Source: an optimization exercise on an open RTL-to-GDS flow (aim: small area, a short achievable clock period and few clock cycles). Production flows keep margins and buffers that such runs may drop.
Only simulation tests tie the RTL to the original design; equivalence was not proved.
No activity file was given, so power comes from the tool's default toggle rates.

### flow/config.mk
export PLATFORM = sky130hd
export DESIGN_NAME = calc_unit
export DESIGN_NICKNAME = calc_unit
export VERILOG_FILES = /design/flow/design.v
export SDC_FILE = /design/flow/constraint.sdc
export NUM_CORES = 4
export LEC_CHECK = 0
export CAP_MARGIN = 20
export CORE_MARGIN = 2
export CORE_UTILIZATION = 40
export PLACE_DENSITY = 0.6
export SLEW_MARGIN = 20
### flow/constraint.sdc
create_clock -name core_clock -period 15.0 [get_ports {clk}]
set_input_delay 3.0000 -clock core_clock [delete_from_list [all_inputs] [get_ports {clk}]]
set_output_delay 3.0000 -clock core_clock [all_outputs]
set_load 0.01 [all_outputs]
### flow/design.v
`timescale 1ns / 1ps
module calc_unit(
	input clk,
	input rst,
	input start,
	input [1:0] op,
	input [63:0] a,
	input [31:0] b,
	output busy,
	output done,
	output [63:0] result,
	output err
	);
localparam S_PRE = 2'd1, S_RUN = 2'd2, S_POST = 2'd3;
reg busy_r, done_r;
reg [1:0] st;
reg [1:0] opr;
reg [31:0] R;
reg [63:0] N;
reg [31:0] D;
reg [6:0] cnt;
reg sa, sb;
reg [8:0] fb;
reg n63;
reg errr;
assign busy = busy_r;
assign done = done_r;
assign err = errr;
assign result = (opr == 2'd2) ? {R, N[31:0]} : {N[31:0], R};
wire is_mul = (opr == 2'd2);
wire dz = (D == 32'd0);
wire [33:0] bdiv = {2'b11, D ^ {32{~sb}}};
wire cdiv = ~sb;
wire [33:0] x1 = is_mul ? {2'b00, R} : {1'b0, R, N[63]};
wire [33:0] y1 = is_mul ? {2'b00, D & {32{N[0]}}} : bdiv;
wire [34:0] s1 = {x1, 1'b1} + {y1, is_mul ? 1'b0 : cdiv};
wire [33:0] t1 = s1[34:1];
wire q1 = ~t1[33];
wire [31:0] r1 = q1 ? t1[31:0] : x1[31:0];
wire [33:0] x2 = is_mul ? {2'b00, t1[32:1]} : {1'b0, r1, N[62]};
wire [33:0] y2 = is_mul ? {2'b00, D & {32{N[1]}}} : bdiv;
wire [34:0] s2 = {x2, 1'b1} + {y2, is_mul ? 1'b0 : cdiv};
wire [33:0] t2 = s2[34:1];
wire q2 = ~t2[33];
wire [31:0] r2 = q2 ? t2[31:0] : x2[31:0];
wire [33:0] xs = {2'b00, R[23:0], N[63:56]};
wire [34:0] ss = {xs, 1'b1} + {bdiv, cdiv};
wire skip8 = ~is_mul & (R[31:24] == 8'd0) & ss[34] & (cnt >= 7'd8);
wire skip32 = ~opr[1] & cnt[6] & (N[63:32] == 32'd0) & ~dz;
wire last_dz = dz & (cnt == 7'd2);    
wire [6:0] cnt_nx = skip32 ? cnt - 7'd32 : (skip8 ? cnt - 7'd8 : cnt - 7'd2);
wire run_end = (cnt_nx == 7'd0);
wire need_post = (opr == 2'd3) | ((opr == 2'd0) & (sa | sb));
wire [63:0] nN = -N;
wire [31:0] nR = -R;
wire a31 = N[57];
wire [7:0] ae = N[56:49];
wire [22:0] am = N[48:26];
wire b31 = fb[8];
wire [7:0] be = fb[7:0];
wire [22:0] bm = D[22:0];
wire ge = N[25];
wire [22:0] mant = ge ? N[24:2] : N[23:1];
wire [7:0] fe = ae - be + 8'd127 - {7'd0, ~ge};
wire a_inf = (ae == 8'hff) & (am == 23'd0);
wire a_nan = (ae == 8'hff) & (am != 23'd0);
wire b_inf = (be == 8'hff) & (bm == 23'd0);
wire b_nan = (be == 8'hff) & (bm != 23'd0);
wire b_zero = ~b31 & (be == 8'd0) & (bm == 23'd0);
wire ferr = b_zero | ((ae[7] == be[7]) & (ae[7] != fe[7])) | a_nan | b_nan | (a_inf & b_inf);
wire [31:0] f = a_inf ? {a31, 8'hff, 23'd0} : (b_inf ? 32'd0 : {a31 ^ b31, fe, mant});
always @(posedge clk) begin
	if (rst) begin
		busy_r <= 1'b0;
		done_r <= 1'b0;
		st <= S_RUN;
	end
	else begin
		done_r <= 1'b0;
		if (!busy_r) begin
			if (start) begin
				busy_r <= 1'b1;
				st <= ((op == 2'd0) & a[63]) ? S_PRE : S_RUN;
			end
		end
		else begin
			case (st)
				S_PRE: st <= S_RUN;
				S_RUN: if (run_end) begin
					if (need_post) st <= S_POST;
					else begin
						busy_r <= 1'b0;
						done_r <= 1'b1;
					end
				end
				default: begin
					busy_r <= 1'b0;
					done_r <= 1'b1;
				end
			endcase
		end
	end
end
always @(posedge clk) begin
	if (!busy_r) begin
		opr <= op;
		D <= (op == 2'd3) ? {8'd0, 1'b1, b[22:0]} : b;
		fb <= b[31:23];
		R <= (op == 2'd3) ? {9'd0, 1'b1, a[22:1]} : 32'd0;
		N <= (op == 2'd3) ? {a[0], 31'd0, a[31:0]} : a;
		cnt <= (op == 2'd3) ? 7'd26 : ((op == 2'd2) ? 7'd32 : 7'd64);
		sa <= (op == 2'd0) & a[63];
		sb <= (op == 2'd0) & b[31];
	end
	else begin
		errr <= (opr == 2'd3) ? ferr : (~opr[1] & dz);
		case (st)
			S_PRE: N <= nN;
			S_RUN: begin
				cnt <= cnt_nx;
				if (cnt[6]) n63 <= N[63];
				if (is_mul) begin
					R <= t2[32:1];
					N[31:0] <= {t2[0], t1[0], N[31:2]};
				end
				else if (skip32)
					N <= {N[31:0], 32'd0};
				else if (skip8) begin
					R <= {R[23:0], N[63:56]};
					N <= {N[55:0], 8'd0};
				end
				else begin
					R <= r2;
					N <= {N[61:0], q1, (last_dz & n63) ? 1'b0 : q2};
				end
			end
			default: begin
				if (opr == 2'd3) begin
					R <= f;
					N[31:0] <= 32'd0;
				end
				else begin
					if (sa) R <= nR;
					if (sa ^ sb) N[31:0] <= nN[31:0];
				end
			end
		endcase
	end
end
endmodule
### flow/run.sh
#!/bin/bash
# synth_recipe.tcl (not shown) runs the flow's synth.tcl, then flattens the netlist and writes it again
# the make line also repeats each setting of config.mk as NAME=value (left out here)
make -C /OpenROAD-flow-scripts/flow DESIGN_CONFIG=/design/flow/config.mk WORK_HOME=/design/flow/orfs CLKGATE_MAP_FILE= SYNTH_SCRIPT=/design/flow/synth_recipe.tcl finish
==> notes.md <==
[layer usage]
layer | vias to the layer above | track usage | part of all wire | wire length, um
li1 | 9216 | - | - | -
met1 | 9986 | 0.476 | 0.40 | 37300
met2 | 1326 | 0.565 | 0.44 | 40600
met3 | 271 | 0.0849 | 0.097 | 8980
met4 | 0 | 0.218 | 0.064 | 5990
met5 | - | 0 | 0 | 0
[logic make-up (layout without fill, tap and decap cells)]
| family | count (synthesis) | in the layout |
|---|---|---|
| AND/OR/NAND/NOR | 972 | 972 |
| AO/OA/AOI/OAI | 712 | 712 |
| buffers and inverters | 246 | 298 |
| XOR/XNOR | 180 | 180 |
| flip-flops | 153 | 153 |
| adder cells (fa/ha/maj) | 129 | 129 |
| multiplexers | 99 | 99 |
[sequential cells by signal, summed over array words and instances, names as in the netlist, 2 cells and up]
signal	cells
R	32
N	64
fb	9
opr	2
D	32
st	2
cnt	6
[report_power, final]
part	total, mW	internal (mW)	switching (mW)
logic	2.86	1.04	1.82
registers	0.891	0.592	0.299
clock network	0.462	0.245	0.217
[area by class of cell]
| cell class | count | area [um^2] |
|---|---|---|
| Clock buffer | 18 | 429 |
| Clock inverter | 14 | 148 |
| Tap cell | 607 | 759 |
| Timing Repair Buffer | 204 | 1970 |
| Inverter | 62 | 234 |
| Sequential cell | 153 | 4560 |
| Fill cell | 4799 | 25200 |
| Multi-Input combinational cell | 2092 | 13500 |
[worst max-delay path by stage]
stage	start	end	cells past startpoint
after floorplan	opr[0]	R[31]	31
after global placement	opr[1]	R[31]	26
after detailed placement	opr[1]	R[31]	26
after CTS	opr[1]	R[31]	26
after global routing	opr[1]	R[31]	26
final	opr[1]	R[31]	26
[placed cells by master (no fill, tap or decap), types with 17 or more instances in the layout]
cell and n:
nand2_1 501, o22ai_1 18, o21ai_1 39, xnor2_1 130, a221o_1 21, o211ai_1 23
a21oi_1 141, clkdlybuf4s50_1 167, o21ai_0 177, nor4_1 29, o221ai_1 18, or3_1 21
clkbuf_16 17, a31oi_1 17, nor2b_1 17, nor3_1 50, a21o_1 40, a211oi_1 18
inv_1 60, nor2_1 171, mux2i_1 90, o21a_1 19, nand4_1 24, a22oi_1 21
nand2b_1 17, and2_1 27, buf_4 36, xor2_1 47, edfxtp_1 149, a221oi_1 34
ha_1 125, nand3_1 42
[tightest hold or removal path: stages, from the launching register on]
cell     delay (ns)
dfxtp_1        0.32
inv_1          0.09
a31oi_1        0.08
[per-stage QoR]
stage | cell area, um^2 | hold WS, ns
after floorplan | 19000 | 0.463
after global placement | 21000 | 0.493
after detailed placement | 21000 | 0.515
after CTS | 21500 | 0.526
after global routing | 21600 | 0.550
final | 21600 | 0.530
==> impl_results.md <==
- Layout cell share with drive strength beyond 1: 0.0495
- Hold Crit Class: reg -> reg
- Power Dens Cells: 195 nW/um^2
- Clk latency of the worst-skew pair: 0.51 ns
- Clock net sink count: 153
- Post-Syn Area: 19000 um^2
- Die footprint: 49200 um^2
- Post-DP HPWL: 72.5 mm
- I/O pins: 168
- Synth Flop Type: edfxtp_1
- Post-Layout Cell Count: 3150
- Worst reg2reg setup slack: 5.79 ns
- Peak VDD IR: 0.0969 mV
- Routed vias: 20800
- Post CTS Setup Buffer Count: 0
- H-tree depth: 4
- Pre-CTS setup slack: 6.15 ns
- Leakage: 8.60 nW
- Crit. End Element: flop
- Number of max-cap violations: 0
- Avg WL per Cell: 29.5 um
- Routed WL: 92.9 mm
- N_diodes: 0
- Vias per cell: 6.60
- Worst R2R End: R[31]
- Share of the synthesized area in the top cell type: 0.236
- Hold Vio Cnt, Final: 0
- Post-Syn Nets: 2721
- Final Critical Period: 9.21 ns
- Post-synth top cells: 501 x nand2_1, 177 x o21ai_0, 172 x nor2_1
- Max Buffers Root-to-Sink: 2
- Critical path buffers and inverters: 2
- Most frequent cell on the critical path: nand2_1
- CTS tree: built
- Leading area contributor after synthesis: edfxtp_1
- Worst-Margin Slew: 1.15 ns
- Adder-cell share of the synthesized area: 0.0862
- Initial antenna violation count: 0
- Worst Setup Start Kind: flop
- Worst R2R Start: opr[1]
- Slew margin rel.: 0.229
- Die H: 222 um
- Netlist cell types: 101
- Synth Area in XOR/XNOR: 0.0842
- Tcrit/Tclk final: 0.614
- Cell count after placement: 3117
- All-Layer GR Usage: 0.369
- Crit path max fanout: 49
- Crit Path Category: reg -> reg
- Inserted Clock Buffers: 17
- Hold_buf cts: 0
- Drt pass-1 iters: 6
- Total gr overflow: 0
- Antenna viol nets, final: 0
- Post-synth EDFFs: 149
- Setup TNS: 0 ns
- Syn Area/Cell: 7.62 um^2
- Asr flop ratio synth: 0
- Power consumption: 4.21 mW
- RSZ-0062 raised after global routing: no
- WHS Path Cells: 2
- Worst path slowest cell: nor2b_4
- Synth Instances: 2491
- Data arrival time of the worst path: 9.46 ns
- GP Congestion: 1.02
- Compound-gate portion of the synthesized area: 0.248
- Multiplexer share of the synthesized area: 0.0530
- Global-route wire length before repair: 134 mm
- Final core utilization: 0.461
- Status: finished clean
- Yosys warns: 1
- Synth Register Bits: 153
- Largest net degree at the start of global routing: 82
- Count leader, synth: nand2_1
- Area Overhead vs Synth: 13.5%
- Worst hold endpoint: st[0]
- Post-Synth Simple-Gate Area: 0.235
- Clock slew at reported path FFs: 0.07 ns
- Worst path required time: 15.25 ns
- Die span in x: 222 um
- Largest cells by area after synthesis: edfxtp_1 24%, nand2_1 9.9%, ha_1 8.3%
- Starting DRT DRC Count: 3085
- Post-synthesis sequential area ratio: 0.240
- Remaining DRCs: 0
- Largest stage delay, worst path: 1.01 ns
- Cell family with most CP delay: simple AND/OR/NAND/NOR gates
- IO Port Bufs: 167
- Hold Crit Start: st[0]
- Rows: 79
- Vias in the first global route: 19500
- Largest family of logic cells by synthesized area: compound AO/OA/AOI/OAI gates
- Final setup viols: 0
- Core area: 46800 um^2
- Clock skew: 0.0255 ns
- Worst Setup Slack, final: 5.79 ns
- F_max: 109 MHz
- Nets: 2760
- Reg2reg path depth: 26
- Final Max Tran Viols: 0
- Post_cts resized: 0
- Initial Utilization: 0.406
- Root Buffer: clkbuf_16
Testbench counts, summed over its fixed seeds: cycles 51,910.

[port drivers added, routing unchanged]
No port has a modelled driver above. Below, the same layout with a new extraction and two added sets of constraints. Step 1 (the two cells are an assumption about what drives the block):
set clk [get_ports {clk}]
set_driving_cell -lib_cell sky130_fd_sc_hd__clkbuf_16 $clk
set_driving_cell -lib_cell sky130_fd_sc_hd__buf_2 [delete_from_list [all_inputs] $clk]
Step 2 also shifts input and output timing later by t, the mid clock arrival at the registers, as if the neighbouring blocks saw the same clock. Three values: no drivers, after step 1, after step 2; two values: the first two.
t, ns: 0.558
setup WS [ns]: 5.791 / 5.791 / 5.791
hold slack, ns: 0.530 / 0.530 / 0.530
worst setup path at the end: register to register
After both steps this run still meets setup and hold. For this run, drivers alone change the setup slack by 0.000 ns; drivers and shift together by 0.000 ns.
